Background: an optimization exercise with open tools, aiming at a short achievable clock period and few clock cycles. Do not read the settings as production practice.
Only simulation tests tie the RTL to the original design; equivalence was not proved.
Power and IR drop assume default switching activity.

[config.mk]
export PLATFORM = sky130hd
export DESIGN_NAME = CPU_RV32I
export DESIGN_NICKNAME = CPU_RV32I
export VERILOG_FILES = /design/flow/design.v
export SDC_FILE = /design/flow/constraint.sdc
export NUM_CORES = 4
export LEC_CHECK = 0
export CAP_MARGIN = 20
export CORE_MARGIN = 2
export CORE_UTILIZATION = 30
export PLACE_DENSITY = 0.5
export SETUP_SLACK_MARGIN = 5
export SLEW_MARGIN = 20
[constraint.sdc]
create_clock -name core_clock -period 8.0 [get_ports {clk}]
set_input_delay 1.6000 -clock core_clock [delete_from_list [all_inputs] [get_ports {clk}]]
set_output_delay 1.6000 -clock core_clock [all_outputs]
set_load 0.01 [all_outputs]
[design.v]
`timescale 1ns / 1ps
module CPU_RV32I (
    input  logic        clk,
    input  logic        reset,
    input  logic [31:0] instrCode,
    output logic [31:0] instrMemAddr,
    output logic        busWe,
    output logic [31:0] busAddr,
    output logic [31:0] busWData,
    input  logic [31:0] busRData,
    output logic        transfer,
    input  logic        ready
);
    localparam int QN = 4;            
    localparam int QW = 2;
    logic [31:0] pc;                  
    logic        btb_v;
    logic [31:2] btb_pc;
    logic [31:0] btb_tgt;
    logic        v_d;
    logic [31:0] ir, pc_d, pc4_d, immx_d, immbj_d;
    logic [31:1] s1_d, s2_d;          
    logic        pf_d, dpred_d, fjal_d;
    logic        jr_pend;             
    logic [31:0] jt;
    logic [31:12] phi_p1_d, phi_m1_d;  
    logic        r_d, i_d, l_d, s_d, b_d, lui_d, aui_d, jal_d, jalr_d;
    logic        v_e;
    logic [31:0] a_e, bx_e, sd_e, alt_e;
    logic [31:0] ax_e, bxx_e;         
    logic [ 4:0] rd_e;
    logic        wr_e, ld_e, st_e, jalr_e, sub_e, arith_e;
    logic        c_eq, c_ne, c_lt, c_ge, c_ltu, c_geu;
    logic        r_sum, r_slt, r_sltu, r_xor, r_or, r_and, r_sll, r_sr, r_link;
    logic        v_w;
    logic [ 4:0] rd_w;
    logic [31:0] res_w;
    logic [QN-1:0]       qv, qwe, qrdv;
    logic [QN-1:0][4:0]  qrd;
    logic [QN-1:0][31:0] qaddr, qwdata;
    logic [QW-1:0]       qh, qt;
    logic [QW:0]         qc;
    logic                b_rdv;
    logic [ 4:0]         b_rd;
    logic        ldv;
    logic [ 4:0] ld_rd;
    logic [31:0] ldr;
    assign instrMemAddr = pc;
    logic [31:0] rfv[1:31];
    logic [31:1] wsel, lsel;          
    genvar gi;
    generate
        for (gi = 1; gi < 32; gi++) begin : g_rf
            logic [31:0] r;
            always_ff @(posedge clk) begin
                if (wsel[gi]) r <= res_w;
                else if (lsel[gi]) r <= ldr;
            end
            assign rfv[gi] = r;
        end
    endgenerate
    wire [6:0] f_opc = instrCode[6:0];
    wire f_r = (f_opc == 7'b0110011);
    wire f_i = (f_opc == 7'b0010011);
    wire f_l = (f_opc == 7'b0000011);
    wire f_s = (f_opc == 7'b0100011);
    wire f_b = (f_opc == 7'b1100011);
    wire f_lui = (f_opc == 7'b0110111);
    wire f_aui = (f_opc == 7'b0010111);
    wire f_jal = (f_opc == 7'b1101111);
    wire f_jalr = (f_opc == 7'b1100111);
    wire [31:0] f_immI = {{20{instrCode[31]}}, instrCode[31:20]};
    wire [31:0] f_immS = {{20{instrCode[31]}}, instrCode[31:25], instrCode[11:7]};
    wire [31:0] f_immB = {{20{instrCode[31]}}, instrCode[7], instrCode[30:25], instrCode[11:8], 1'b0};
    wire [31:0] f_immU = {instrCode[31:12], 12'b0};
    wire [31:0] f_immJ = {{12{instrCode[31]}}, instrCode[19:12], instrCode[20], instrCode[30:21], 1'b0};
    wire [31:0] pc4 = pc + 32'd4;
    wire f_jal_near = f_jal & (instrCode[31] ? &instrCode[19:12] : ~|instrCode[19:12]);
    wire [4:0] rd = ir[11:7];
    wire [2:0] f3 = ir[14:12];
    wire [4:0] rs1 = ir[19:15];
    wire [4:0] rs2 = ir[24:20];
    wire use1 = (r_d | i_d | l_d | s_d | b_d | jalr_d) & (rs1 != 5'd0);
    wire use2 = (r_d | s_d | b_d) & (rs2 != 5'd0);
    wire wrd = (r_d | i_d | l_d | lui_d | aui_d | jal_d | jalr_d) & (rd != 5'd0);
    wire mem_d = l_d | s_d;
    wire [12:0] tlo = {1'b0, pc_d[11:0]} + {1'b0, immbj_d[11:0]};
    wire [31:12] thi = immbj_d[31] ? (tlo[12] ? pc_d[31:12] : phi_m1_d) : (tlo[12] ? phi_p1_d : pc_d[31:12]);
    wire [31:0] tgt_d = {thi, tlo[11:0]};
    wire pe_v = v_e & ld_e & wr_e;
    wire pb_v = transfer & b_rdv;
    function automatic logic pend(input logic [4:0] x);
        pend = (pe_v && rd_e == x) || (pb_v && b_rd == x);
        for (int i = 0; i < QN; i++) if (qv[i] && qrdv[i] && qrd[i] == x) pend = 1'b1;
    endfunction
    wire qroom = ({1'b0, qc} + {{QW{1'b0}}, v_e & (ld_e | st_e)}) < QN;
    wire hold_d = v_d & ((use1 & pend(rs1)) | (use2 & pend(rs2)) | (wrd & pend(rd)) | (mem_d & ~qroom));
    wire [32:0] sum33 = {a_e, 1'b1} + {bx_e, sub_e};
    wire [31:0] sum = sum33[32:1];
    wire [31:0] cb = ~bxx_e;
    logic ltu;
    always_comb begin
        logic [31:0] l0, e0;
        logic [15:0] l1, e1;
        logic [7:0] l2, e2;
        logic [3:0] l3, e3;
        logic [1:0] l4, e4;
        l0 = ~ax_e & cb;
        e0 = ~(ax_e ^ cb);
        for (int i = 0; i < 16; i++) begin
            l1[i] = l0[2*i+1] | (e0[2*i+1] & l0[2*i]);
            e1[i] = e0[2*i+1] & e0[2*i];
        end
        for (int i = 0; i < 8; i++) begin
            l2[i] = l1[2*i+1] | (e1[2*i+1] & l1[2*i]);
            e2[i] = e1[2*i+1] & e1[2*i];
        end
        for (int i = 0; i < 4; i++) begin
            l3[i] = l2[2*i+1] | (e2[2*i+1] & l2[2*i]);
            e3[i] = e2[2*i+1] & e2[2*i];
        end
        for (int i = 0; i < 2; i++) begin
            l4[i] = l3[2*i+1] | (e3[2*i+1] & l3[2*i]);
            e4[i] = e3[2*i+1] & e3[2*i];
        end
        ltu = l4[1] | (e4[1] & l4[0]);
    end
    wire lt = (ax_e[31] != cb[31]) ? ax_e[31] : ltu;
    wire eq = &(ax_e ^ bxx_e);
    wire [31:0] sll = ax_e << bxx_e[4:0];
    wire [31:0] srx = 32'($signed({arith_e & ax_e[31], ax_e}) >>> bxx_e[4:0]);
    wire [31:0] res_other = ({32{r_xor}} & (ax_e ^ bxx_e)) | ({32{r_or}} & (ax_e | bxx_e)) |
                            ({32{r_and}} & (ax_e & bxx_e)) | ({32{r_sll}} & sll) | ({32{r_sr}} & srx) |
                            ({32{r_link}} & alt_e) | {31'b0, (r_slt & lt) | (r_sltu & ltu)};
    wire [31:0] alu_res = r_sum ? sum : res_other;
    wire redir_br = v_e & ((c_eq & eq) | (c_ne & ~eq) | (c_lt & lt) | (c_ge & ~lt) | (c_ltu & ltu) | (c_geu & ~ltu));
    wire redir_jr = v_e & jalr_e;
    wire redir_e = redir_br | redir_jr;
    wire mem_e = v_e & (ld_e | st_e);
    wire ebyp = v_e & wr_e & ~ld_e;
    wire wb1 = v_w & (rd_w == rs1);
    wire wb2 = v_w & (rd_w == rs2);
    wire lb1 = ldv & (ld_rd == rs1);
    wire lb2 = ldv & (ld_rd == rs2);
    logic [31:0] rf1, rf2;
    always_comb begin
        rf1 = 32'b0;
        rf2 = 32'b0;
        for (int i = 1; i < 32; i++) begin
            rf1 = rf1 | ({32{s1_d[i]}} & rfv[i]);
            rf2 = rf2 | ({32{s2_d[i]}} & rfv[i]);
        end
    end
    wire byp1 = ebyp & (rd_e == rs1);
    wire byp2 = ebyp & (rd_e == rs2);
    wire sub_d = b_d | (r_d & ir[30] & f3 == 3'b000) | ((r_d | i_d) & (f3 == 3'b010 || f3 == 3'b011));
    wire b_rs2 = r_d | b_d;
    wire a_rs = ~lui_d & ~aui_d & ~fjal_d;
    wire sA_E = a_rs & byp1;
    wire sA_W = a_rs & ~byp1 & wb1;
    wire sA_L = a_rs & ~byp1 & ~wb1 & lb1;
    wire sA_R = a_rs & ~byp1 & ~wb1 & ~lb1;
    wire sA_P = aui_d | fjal_d;
    wire sB_E = b_rs2 & byp2;
    wire sB_W = b_rs2 & ~byp2 & wb2;
    wire sB_L = b_rs2 & ~byp2 & ~wb2 & lb2;
    wire sB_R = b_rs2 & ~byp2 & ~wb2 & ~lb2;
    wire sB_I = ~b_rs2 & ~fjal_d;
    wire sB_J = fjal_d;
    wire sS_E = byp2;
    wire sS_W = ~byp2 & wb2;
    wire sS_L = ~byp2 & ~wb2 & lb2;
    wire sS_R = ~byp2 & ~wb2 & ~lb2;
    wire [31:0] a_next = ({32{sA_E & r_sum}} & sum) | ({32{sA_E & ~r_sum}} & res_other) | ({32{sA_W}} & res_w) | ({32{sA_L}} & ldr) |
                         ({32{sA_R}} & rf1) | ({32{sA_P}} & pc_d);
    wire [31:0] b_pre = ({32{sB_E & r_sum}} & sum) | ({32{sB_E & ~r_sum}} & res_other) | ({32{sB_W}} & res_w) | ({32{sB_L}} & ldr) |
                        ({32{sB_R}} & rf2) | ({32{sB_I}} & immx_d) | ({32{sB_J}} & immbj_d);
    wire [31:0] bx_next = b_pre ^ {32{sub_d}};
    wire aux_d = b_d | ((r_d | i_d) & (f3 != 3'b000));
    wire [31:0] sd_next = ({32{sS_E & r_sum}} & sum) | ({32{sS_E & ~r_sum}} & res_other) | ({32{sS_W}} & res_w) | ({32{sS_L}} & ldr) |
                          ({32{sS_R}} & rf2);
    wire d_go = v_d & ~hold_d;                   
    wire f_take = ~v_d | d_go;                   
    wire dredir = d_go & (dpred_d ^ pf_d);
    wire [4:0] n_rs1 = f_take ? instrCode[19:15] : ir[19:15];
    wire [4:0] n_rs2 = f_take ? instrCode[24:20] : ir[24:20];
    logic [31:1] f_s1, f_s2;
    always_comb begin
        for (int i = 1; i < 32; i++) begin
            f_s1[i] = (n_rs1 == i[4:0]);
            f_s2[i] = (n_rs2 == i[4:0]);
        end
    end
    wire [31:0] dredir_pc = pf_d ? pc4_d : tgt_d;
    wire btb_hit = btb_v & (btb_pc == pc[31:2]);
    always_ff @(posedge clk, posedge reset) begin
        if (reset) begin
            pc  <= 32'b0;
            v_d <= 1'b0;
        end else if (redir_br) begin
            pc  <= alt_e;
            v_d <= 1'b0;
        end else if (jr_pend) begin
            pc  <= jt;
            v_d <= 1'b0;
        end else if (redir_jr) begin
            v_d <= 1'b0;
        end else if (f_take) begin
            if (dredir) begin
                pc  <= dredir_pc;
                v_d <= 1'b0;
            end else begin
                pc  <= btb_hit ? btb_tgt : pc4;
                v_d <= 1'b1;
            end
        end
    end
    always_ff @(posedge clk, posedge reset) begin
        if (reset) jr_pend <= 1'b0;
        else jr_pend <= redir_jr;
    end
    always_ff @(posedge clk) jt <= sum;
    always_ff @(posedge clk, posedge reset) begin
        if (reset) btb_v <= 1'b0;
        else if (v_d && dpred_d && !pf_d) btb_v <= 1'b1;
    end
    always_ff @(posedge clk) begin
        s1_d <= f_s1;
        s2_d <= f_s2;
        if (f_take) begin
            ir      <= instrCode;
            pc_d    <= pc;
            pc4_d   <= pc4;
            pf_d    <= btb_hit;
            immx_d  <= f_s ? f_immS : (f_lui | f_aui) ? f_immU : f_immI;
            immbj_d <= f_jal ? f_immJ : f_immB;
            dpred_d <= f_jal_near | (f_b & instrCode[31]);
            fjal_d  <= f_jal & ~f_jal_near;
            phi_p1_d <= pc[31:12] + 20'd1;
            phi_m1_d <= pc[31:12] - 20'd1;
            r_d     <= f_r;
            i_d     <= f_i;
            l_d     <= f_l;
            s_d     <= f_s;
            b_d     <= f_b;
            lui_d   <= f_lui;
            aui_d   <= f_aui;
            jal_d   <= f_jal;
            jalr_d  <= f_jalr;
        end
        if (v_d && dpred_d && !pf_d) begin
            btb_pc  <= pc_d[31:2];
            btb_tgt <= tgt_d;
        end
    end
    wire e_in = d_go & ~redir_e;
    always_ff @(posedge clk, posedge reset) begin
        if (reset) v_e <= 1'b0;
        else v_e <= e_in;
    end
    always_ff @(posedge clk) begin
        a_e     <= a_next;
        bx_e    <= bx_next;
        ax_e    <= a_next & {32{aux_d}};
        bxx_e   <= bx_next & {32{aux_d}};
        sd_e    <= sd_next;
        alt_e   <= (b_d & ~ir[31]) ? tgt_d : pc4_d;
        rd_e    <= rd;
        wr_e    <= wrd;
        ld_e    <= l_d;
        st_e    <= s_d;
        jalr_e  <= jalr_d | fjal_d;
        c_eq    <= d_go & b_d & ((f3 == 3'b000 && !ir[31]) || (f3 == 3'b001 && ir[31]));
        c_ne    <= d_go & b_d & ((f3 == 3'b001 && !ir[31]) || (f3 == 3'b000 && ir[31]));
        c_lt    <= d_go & b_d & ((f3 == 3'b100 && !ir[31]) || (f3 == 3'b101 && ir[31]));
        c_ge    <= d_go & b_d & ((f3 == 3'b101 && !ir[31]) || (f3 == 3'b100 && ir[31]));
        c_ltu   <= d_go & b_d & ((f3 == 3'b110 && !ir[31]) || (f3 == 3'b111 && ir[31]));
        c_geu   <= d_go & b_d & ((f3 == 3'b111 && !ir[31]) || (f3 == 3'b110 && ir[31]));
        sub_e   <= sub_d;
        arith_e <= ir[30];
        r_sum   <= ((r_d | i_d) & f3 == 3'b000) | lui_d | aui_d | l_d | s_d;
        r_slt   <= (r_d | i_d) & f3 == 3'b010;
        r_sltu  <= (r_d | i_d) & f3 == 3'b011;
        r_xor   <= (r_d | i_d) & f3 == 3'b100;
        r_or    <= (r_d | i_d) & f3 == 3'b110;
        r_and   <= (r_d | i_d) & f3 == 3'b111;
        r_sll   <= (r_d | i_d) & f3 == 3'b001;
        r_sr    <= (r_d | i_d) & f3 == 3'b101;
        r_link  <= jal_d | jalr_d;
    end
    always_ff @(posedge clk, posedge reset) begin
        if (reset) v_w <= 1'b0;
        else v_w <= v_e & wr_e & ~ld_e;
    end
    always_ff @(posedge clk) begin
        rd_w  <= rd_e;
        res_w <= alu_res;
    end
    always_ff @(posedge clk, posedge reset) begin
        if (reset) begin
            wsel <= '0;
            lsel <= '0;
        end else begin
            for (int i = 1; i < 32; i++) begin
                wsel[i] <= v_e & wr_e & ~ld_e & (rd_e == i[4:0]);
                lsel[i] <= transfer & ready & b_rdv & (b_rd == i[4:0]);
            end
        end
    end
    wire q_empty = (qc == '0);
    wire bfree = ~transfer | ready;
    wire pop = bfree & ~q_empty;
    wire push = mem_e & ~(bfree & q_empty);
    always_ff @(posedge clk, posedge reset) begin
        if (reset) begin
            transfer <= 1'b0;
            ldv      <= 1'b0;
            qv       <= '0;
            qh       <= '0;
            qt       <= '0;
            qc       <= '0;
        end else begin
            ldv <= transfer & ready & b_rdv;
            if (bfree) transfer <= ~q_empty | mem_e;
            if (pop) begin
                qv[qh] <= 1'b0;
                qh     <= qh + 1'b1;
            end
            if (push) begin
                qv[qt] <= 1'b1;
                qt     <= qt + 1'b1;
            end
            qc <= qc + {{QW{1'b0}}, push} - {{QW{1'b0}}, pop};
        end
    end
    always_ff @(posedge clk) begin
        ldr   <= busRData;
        ld_rd <= b_rd;
        for (int i = 0; i < QN; i++) begin
            if (qt == i[QW-1:0] && !qv[i]) begin
                qwe[i]    <= st_e;
                qaddr[i]  <= sum;
                qwdata[i] <= sd_e;
                qrd[i]    <= rd_e;
                qrdv[i]   <= ld_e & wr_e;
            end
        end
        if (bfree) begin
            if (!q_empty) begin
                busWe    <= qwe[qh];
                busAddr  <= qaddr[qh];
                busWData <= qwdata[qh];
                b_rd     <= qrd[qh];
                b_rdv    <= qrdv[qh];
            end else begin
                busWe    <= st_e;
                busAddr  <= sum;
                busWData <= sd_e;
                b_rd     <= rd_e;
                b_rdv    <= ld_e & wr_e;
            end
        end
    end
endmodule
[run.sh]
#!/bin/bash
# synth_recipe.tcl (not shown) runs the flow's synth.tcl, then flattens the netlist and writes it again
# the make line also repeats each setting of config.mk as NAME=value (left out here)
make -C /OpenROAD-flow-scripts/flow DESIGN_CONFIG=/design/flow/config.mk WORK_HOME=/design/flow/orfs CLKGATE_MAP_FILE= SYNTH_SCRIPT=/design/flow/synth_recipe.tcl finish
==> results.toml, run 1 <==
[status]
status = "no timing/DRC/antenna violations"

[yosys]
synth.area.top_cells = "edfxtp_1 (46%), mux2_2 (11%), dfxtp_1 (7.4%)"
synth_top_cell_by_area = "edfxtp_1"
syn_area_per_cell_um2 = 12.7
synth_top_cell_area_share_pct = 46.0
ys_seq_area_share_pct = 56.2
synthArstFlopShare_pct = 5.36
synth_cell_types = 92
yosys_warnings = 2
yosysMostFrequentCell = "edfxtp_1"
synthTopCellsByCount = "edfxtp_1 (1591), mux2_2 (1032), clkbuf_1 (662), nand2_1 (476), a22oi_1 (401)"
synthCells = 8166
ys_seq_elements = 2089
synth_nets = 8359
ys.flop_type = "edfxtp_1"
synth-edff-count = 1591
synthesis.area_mm2 = 0.104

[sta]
whs_ns = 0.406
worst_slew_margin_rel_pct = 11.6
period_needed_ns = 3.58
fmax_mhz = 279
slew_viol_final = 0
rsz0062_at_grt = "true"
fin_skew_ns = 0.0823
tightest_slew_ns = 1.33
finalCritPeriodShare_pct = 44.7
hold_viol_final = 0
setup_viol = 0
setup_tns_ns = 0

[routing]
viasPerCell = 6.52
final_antenna_net_count = 0
drtIter0Drc = 16200
drt-total-wl_mm = 566
firstDrtPassIters = 11
drc = 0
dr_total_vias = 87200
wl_per_cell_um = 42.3

[global_routing]
grt_usage_pct = 31.0
antenna_found_initial = 44
gr-total-overflow = 0
first_global_vias = 81500
grt_pass1_wl_mm = 742
grt_max_degree = 62

[floorplan]
pin_count = 165
die_h_um = 592
fp-row-count = 215
chipWidth_um = 592
start_util_pct = 30.2
die_area_mm2 = 0.351
coreArea_mm2 = 0.344

[clocking]
clk_pin_slew_ns = 0.07
cts_tree = "built"
root_buffer = "clkbuf_16"
cts_max_path_buffers = 4
cts.sinks = 2089
numCtsBuffers = 233
htreeDepth = 4
insertion_delay_ns = 0.97

[power_and_ir_drop]
leakage_nw = 44.6
power.density_mw_per_mm2 = 297
ir_worst_vdd_mv = 0.186

[place]
port_buffers = 164
place_inst = 12400
place_hpwl_mm = 335
gp_congestion = 0.996

[layout]
ff_latch_area_mm2 = 0.0587
fillCellCount = 33000
syn_to_final_growth_pct = 23.7
drive_gt1_share_pct = 37.4
stdcell_count = 13400
final_nets = 8777
multiInputGateArea_mm2 = 0.0458

[critical_path]
crit_required_ns = 8.77
path_class = "flip-flop to flip-flop"
start_kind = "flip-flop"
crit_fanout = 19
arrival_ns = 4.35
end_kind = "flip-flop"

[flow_run]
drv_cap = 0

[hold_path]
hold_path.class = "flip-flop to flip-flop"
what timing repair did:
action / 4_1_cts / 5_1_grt
buffers inserted: 304 / 147
setup endpoints to repair: 776 / 586
pin swaps: 157 / 179
hold buffers: 0 / 0
gates cloned: 20 / 19
gates resized for setup: 1227 / 445
cells in the final DEF, fill, tap and decap left out, drive strengths merged, types with 76 or more instances in the layout:
master  netlist  layout
inv         181     185
mux2i       140     140
nor3         96      96
clkbuf      662     331
a22o        279     279
nand3       183     183
o21ai       200     200
o211ai       76      76
a22oi       401     401
a221oi      304     304
mux2       1032    1032
xor2         93      93
nand4       138     138
clkinv        4      90
buf         127     879
a222oi      104     104
nor2        373     374
ha          123     123
edfxtp     1591    1591
mux4        141     141
dfrtp       112     112
xnor2       180     180
nand2       476     477
dfxtp       386     386
a21oi       147     147
layout make-up:
cell class / count / share of cell area, %
sequential: 2089 / 45.7
multi-input combinational: 5106 / 35.6
timing repair buffer: 968 / 7.42
clock buffer: 312 / 5.10
tap: 4557 / 4.44
clock inverter: 124 / 1.00
inverter: 185 / 0.576
antenna: 39 / 0.0760
timing repair inverter: 1 / 0.00682
per-layer routing:
| layer | track usage, % | part of all wire, % | wire length, um | up-vias |
|---|---|---|---|---|
| li1 | - | - | - | 32800 |
| met1 | 37.1 | 35 | 199000 | 43800 |
| met2 | 45.6 | 42 | 237000 | 7888 |
| met3 | 10.9 | 13 | 74000 | 2666 |
| met4 | 23.7 | 10 | 56700 | 26 |
| met5 | 0.135 | 0.055 | 312 | - |
report_power, final:
| part | total [W] | leakage (nW) | switching (W) | internal [W] |
|---|---|---|---|---|
| logic | 0.0108 | 21.3 | 0.00669 | 0.00415 |
| clock network | 0.0113 | 3.83 | 0.00484 | 0.00643 |
| registers | 0.0160 | 19.5 | 0.00185 | 0.0142 |
worst paths after layout:
check,startpoint,end,slack (ns),cells after the start
max,s2_d[23],bxx_e[13],4.42,11
min in group asynchronous,reset,wsel[18],1.03,2
min reg2reg,l_d,ld_e,0.41,0
max reg2reg,s2_d[23],bxx_e[13],4.42,11
max in group asynchronous,reset,pc[4],5.81,3
min,l_d,ld_e,0.41,0
state kept, by name, summed over array words and instances (netlist names), 32 cells and up:
| signal | count |
|---|---|
| qwdata | 128 |
| g_rf.r | 992 |
| bx_e | 32 |
| ax_e | 32 |
| pc | 32 |
| sd_e | 32 |
| ldr | 32 |
| alt_e | 32 |
| busAddr | 32 |
| a_e | 32 |
| qaddr | 128 |
| res_w | 32 |
| btb_tgt | 32 |
| busWData | 32 |
| jt | 32 |
| bxx_e | 32 |
| pc4_d | 32 |
worst max-delay path, cell delays in order, from the launching register on:
cell and delay, ns:
dfxtp_2 0.31, buf_4 0.29, buf_4 0.40, a22o_1 0.29
a221oi_1 0.25, nand4_1 0.17, nor3_2 0.68, nor2_1 0.13
a211o_1 0.31, a221oi_4 0.29, xnor2_2 0.13, nor2b_1 0.15
per-stage QoR:
step,util (%),setup WS [ns],instance area (um2),total power (W)
3_5_place_dp,32.3,2.75,111000,0.0249
3_3_place_gp,32.3,2.73,111000,0.0248
5_1_grt,37.3,4.48,128000,0.0391
4_1_cts,36.3,4.48,125000,0.0373
6_report,37.4,4.42,128000,0.0381
2_1_floorplan,-,3.01,104000,0.0201
kinds of logic (layout without fill, tap and decap cells):
| kind of cell | count (synthesis) | in the layout | synth area share [%] |
|---|---|---|---|
| flip-flops | 2089 | 2089 | 56.2 |
| adder cells (fa/ha/maj) | 126 | 126 | 1.54 |
| other | 0 | 39 | 0 |
| buffers and inverters | 974 | 1590 | 3.66 |
| multiplexers | 1313 | 1313 | 15.6 |
| AO/OA/AOI/OAI | 1808 | 1808 | 13.4 |
| AND/OR/NAND/NOR | 1583 | 1586 | 7.30 |
| XOR/XNOR | 273 | 273 | 2.32 |
Testbench counts, summed over its fixed seeds: cycles 51,571.
==> inputs of run 2 (changes only) <==
--- a/design.v
+++ b/design.v
@@ -177,6 +177,13 @@
                         ({32{sB_R}} & rf2) | ({32{sB_I}} & immx_d) | ({32{sB_J}} & immbj_d);
     wire [31:0] bx_next = b_pre ^ {32{sub_d}};
     wire aux_d = b_d | ((r_d | i_d) & (f3 != 3'b000));
+    wire [31:0] ax_next = ({32{sA_E & r_sum & aux_d}} & sum) | ({32{sA_E & ~r_sum & aux_d}} & res_other) |
+                          ({32{sA_W & aux_d}} & res_w) | ({32{sA_L & aux_d}} & ldr) |
+                          ({32{sA_R & aux_d}} & rf1) | ({32{sA_P & aux_d}} & pc_d);
+    wire [31:0] bxx_next = (({32{sB_E & r_sum & aux_d}} & sum) | ({32{sB_E & ~r_sum & aux_d}} & res_other) |
+                            ({32{sB_W & aux_d}} & res_w) | ({32{sB_L & aux_d}} & ldr) |
+                            ({32{sB_R & aux_d}} & rf2) | ({32{sB_I & aux_d}} & immx_d) |
+                            ({32{sB_J & aux_d}} & immbj_d)) ^ {32{sub_d & aux_d}};
     wire [31:0] sd_next = ({32{sS_E & r_sum}} & sum) | ({32{sS_E & ~r_sum}} & res_other) | ({32{sS_W}} & res_w) | ({32{sS_L}} & ldr) |
                           ({32{sS_R}} & rf2);
     wire d_go = v_d & ~hold_d;                   
@@ -261,8 +268,8 @@
     always_ff @(posedge clk) begin
         a_e     <= a_next;
         bx_e    <= bx_next;
-        ax_e    <= a_next & {32{aux_d}};
-        bxx_e   <= bx_next & {32{aux_d}};
+        ax_e    <= ax_next;
+        bxx_e   <= bxx_next;
         sd_e    <= sd_next;
         alt_e   <= (b_d & ~ir[31]) ? tgt_d : pc4_d;
         rd_e    <= rd;
==> run 2 against run 1 <==
Still clean on timing, DRC and antenna. Die area grew 0.63%. Wire length grew 1.7%. Fmax grew 4.7%. Core utilization grew 0.55 points. Register-to-register slack gained 0.16 ns. Critical path type unchanged. Largest cell class unchanged. Highest routed layer unchanged.
==> results.toml, run 2 <==
[yosys]
synthTopCellsByCount = "edfxtp_1 (1591), mux2_2 (1041), clkbuf_1 (665), nand2_1 (488), dfxtp_1 (386)"
synth-edff-count = 1591
ys.flop_type = "edfxtp_1"
synthesis.area_mm2 = 0.104
synth_top_cell_by_area = "edfxtp_1"
synth.area.top_cells = "edfxtp_1 (46%), mux2_2 (11%), dfxtp_1 (7.4%)"
synth_top_cell_area_share_pct = 45.7
syn_area_per_cell_um2 = 12.6
yosysMostFrequentCell = "edfxtp_1"
synthArstFlopShare_pct = 5.36
ys_seq_area_share_pct = 55.8
synth_cell_types = 95
ys_seq_elements = 2089
yosys_warnings = 2
synthCells = 8262
synth_nets = 8455

[floorplan]
chipWidth_um = 594
start_util_pct = 30.1
pin_count = 165
coreArea_mm2 = 0.346
die_h_um = 594
die_area_mm2 = 0.353
fp-row-count = 216

[sta]
rsz0062_at_grt = "true"
worst_slew_margin_rel_pct = 12.8
finalCritPeriodShare_pct = 42.7
slew_viol_final = 0
fin_ws_ns = 4.58
setup_viol = 0
tightest_slew_ns = 1.31
whs_ns = 0.411
fmax_mhz = 293
fin_skew_ns = 0.0927
hold_viol_final = 0
setup_tns_ns = 0
period_needed_ns = 3.42

[layout]
fin_util_pct = 37.9
largest_register = "g_rf.r"
syn_to_final_growth_pct = 25.7
final_common_cell = "edfxtp_1"
fillCellCount = 33100
largestRegisters = "g_rf.r x992, qaddr x128, qwdata x128"
final_cell_mix = "edfxtp_1 (1591), mux2_2 (1015), buf_4 (646), nand2_1 (465), a22o_1 (347)"
drive_gt1_share_pct = 38.7
largest_reg_flops = 992
postLayoutCellArea_mm2 = 0.131
final_nets = 8990

[power_and_ir_drop]
swShare_pct = 35.7
power.density_mw_per_mm2 = 303
power_switching_w = 0.0142
p_int_w = 0.0256
leakage_nw = 46.0
clockPowerShare_pct = 29.0
combPwrFrac_pct = 30.1
p_seq_share_pct = 40.9
ir_worst_vdd_mv = 0.207

[critical_path]
path_class = "flip-flop to flip-flop"
worst-r2r-setup-slack_ns = 4.58
crit_required_ns = 8.85
cp_slowest_stage_delay_ns = 0.69
end_kind = "flip-flop"
setup.worst_path.start = "r_sll"
crit_fanout = 19
rr_endpoint = "ax_e[4]"
arrival_ns = 4.26
r2r_start = "r_sll"
start_kind = "flip-flop"
r2r_cells = 8
cpMaxStageDelayCell = "nor2_2"
crit_path_end = "ax_e[4]"
crit_chain = "buf_4 > nand2_1 > nor2_2 > a221o_2 > o21ai_4 > buf_6 > o211ai_1 > and2_1"

[clocking]
htreeDepth = 4
clk_pin_slew_ns = 0.07
numCtsBuffers = 234
cts_max_path_buffers = 4
insertion_delay_ns = 0.97
cts_tree = "built"
root_buffer = "clkbuf_16"
cts.sinks = 2089
holdBufCountCts = 0

[routing]
firstDrtPassIters = 11
wl_per_cell_um = 42.4
dr_total_vias = 88600
drc = 0
final_antenna_net_count = 0
drtIter0Drc = 15800
drt-total-wl_mm = 576
viasPerCell = 6.51

[hold_path]
hold_path.class = "flip-flop to flip-flop"

[flow_run]
drv_cap = 0

[global_routing]
antenna_found_initial = 36
gr-total-overflow = 0
grt_usage_pct = 31.1
first_global_vias = 84000
grt_pass1_wl_mm = 755
grt_max_degree = 65

[place]
placed_cell_area_mm2 = 0.112
gp_congestion = 0.996
dp_slack_ns = 3.15
place_hpwl_mm = 340
port_buffers = 164

[status]
status = "no timing/DRC/antenna violations"
-- run 2: changes by cell type in the layout (fill, tap and decap cells not counted), moves of 37 or more --
cell,change
a22oi_1,-122
buf_4,+102
nand4_1,+37
a22o_1,+72
nand3_1,-63
a221oi_1,+58
-- run 2: how the worst min path moves through the flow --
stage	startpoint	end	depth (start not counted)
after detailed placement	l_d	ld_e	0
after floorplan	b_rd[0]	ld_rd[0]	0
after global placement	l_d	ld_e	0
after global routing	l_d	ld_e	0
after CTS	l_d	ld_e	0
final	l_d	ld_e	0
-- run 2: cell families after synthesis --
logic type,after synthesis,synth area share [%]
AOI/OAI and AO/OA,1869,13.7
xor gates and xnor gates,303,2.55
adders and majority gates,126,1.53
buffers and inverters,984,3.71
DFF,2089,55.8
muxes,1324,15.6
and+or+nand+nor,1567,7.11
-- run 2: metrics by stage --
stage | std cells | power (W)
finish | 13600 | 0.0398
global route | 13600 | 0.0408
CTS | 13400 | 0.0387
detailed placement | 12500 | 0.0256
global placement | 12500 | 0.0255
floorplan | 8262 | 0.0204
-- run 2: layer usage --
| layer | wire, um | vias to the layer above | track usage, % |
|---|---|---|---|
| li1 | - | 33400 | - |
| met1 | 204000 | 44700 | 37.5 |
| met2 | 242000 | 7917 | 46.0 |
| met3 | 78400 | 2483 | 11.2 |
| met4 | 51600 | 22 | 21.6 |
| met5 | 426 | - | 0.554 |
-- run 2: area by class of cell --
cell class                 count  area (um2)  share of cell area, %
timing repair inverter         6         128                 0.0972
timing repair buffer        1098       10900                   8.33
sequential                  2089       58700                   44.7
antenna                       25        62.6                 0.0476
inverter                     172         747                  0.569
multi-input combinational   5196       47000                   35.8
clock inverter               145        1670                   1.27
tap                         4578        5730                   4.36
clock buffer                 294        6350                   4.84
-- run 2: worst max-delay path, delay by kind of cell (launching register included) --
family | cells | cell delay, ns
AO/OA/AOI/OAI | 3 | 0.95
AND/OR/NAND/NOR | 3 | 1.49
flip-flops | 1 | 0.32
buffers and inverters | 2 | 0.52
-- run 2: power groups by stage --
stage          logic, W  clock network [W]  registers (W)
2_1_floorplan   0.00521                  0         0.0152
3_3_place_gp    0.00880                  0         0.0167
3_5_place_dp    0.00883                  0         0.0167
4_1_cts          0.0109             0.0116         0.0162
5_1_grt          0.0124             0.0120         0.0164
6_report         0.0120             0.0115         0.0163
-- run 2: what timing repair did --
action | 4_1_cts | 5_1_grt
pin swaps | 260 | 229
gates cloned | 31 | 12
resized for setup | 1445 | 432
setup buffers | 391 | 186
endpoints found under the setup margin | 827 | 562
Testbench counts of run 2, summed over its fixed seeds: cycles 51,571.

static timing again, ports no longer ideal:
No port has a modelled driver above. Below, the same layouts with a new extraction and two added sets of constraints. Step 1 sets driving cells, clkbuf_16 on the clock port and buf_2 on the other inputs (assumed; they add their load-dependent delay and slew). Step 2, shift: input delay + t, output delay - t, t = (earliest + latest rising clock arrival at the registers) / 2. This alone moves slack from input paths to output paths. Three values: no drivers, after step 1, after step 2; two values: the first two.
run | shift t [ns] | setup WS [ns] | hold slack, ns
run 1 | 1.030 | 4.421 / 4.421 / 4.002 | 0.406 / 0.406 / 0.406
run 2 | 1.037 | 4.583 / 4.583 / 3.936 | 0.411 / 0.411 / 0.411
After both steps setup and hold are still met in every run listed. The setup slack of run 2, which loses most, moves by 0.000 ns with the drivers and by -0.647 ns with both steps.
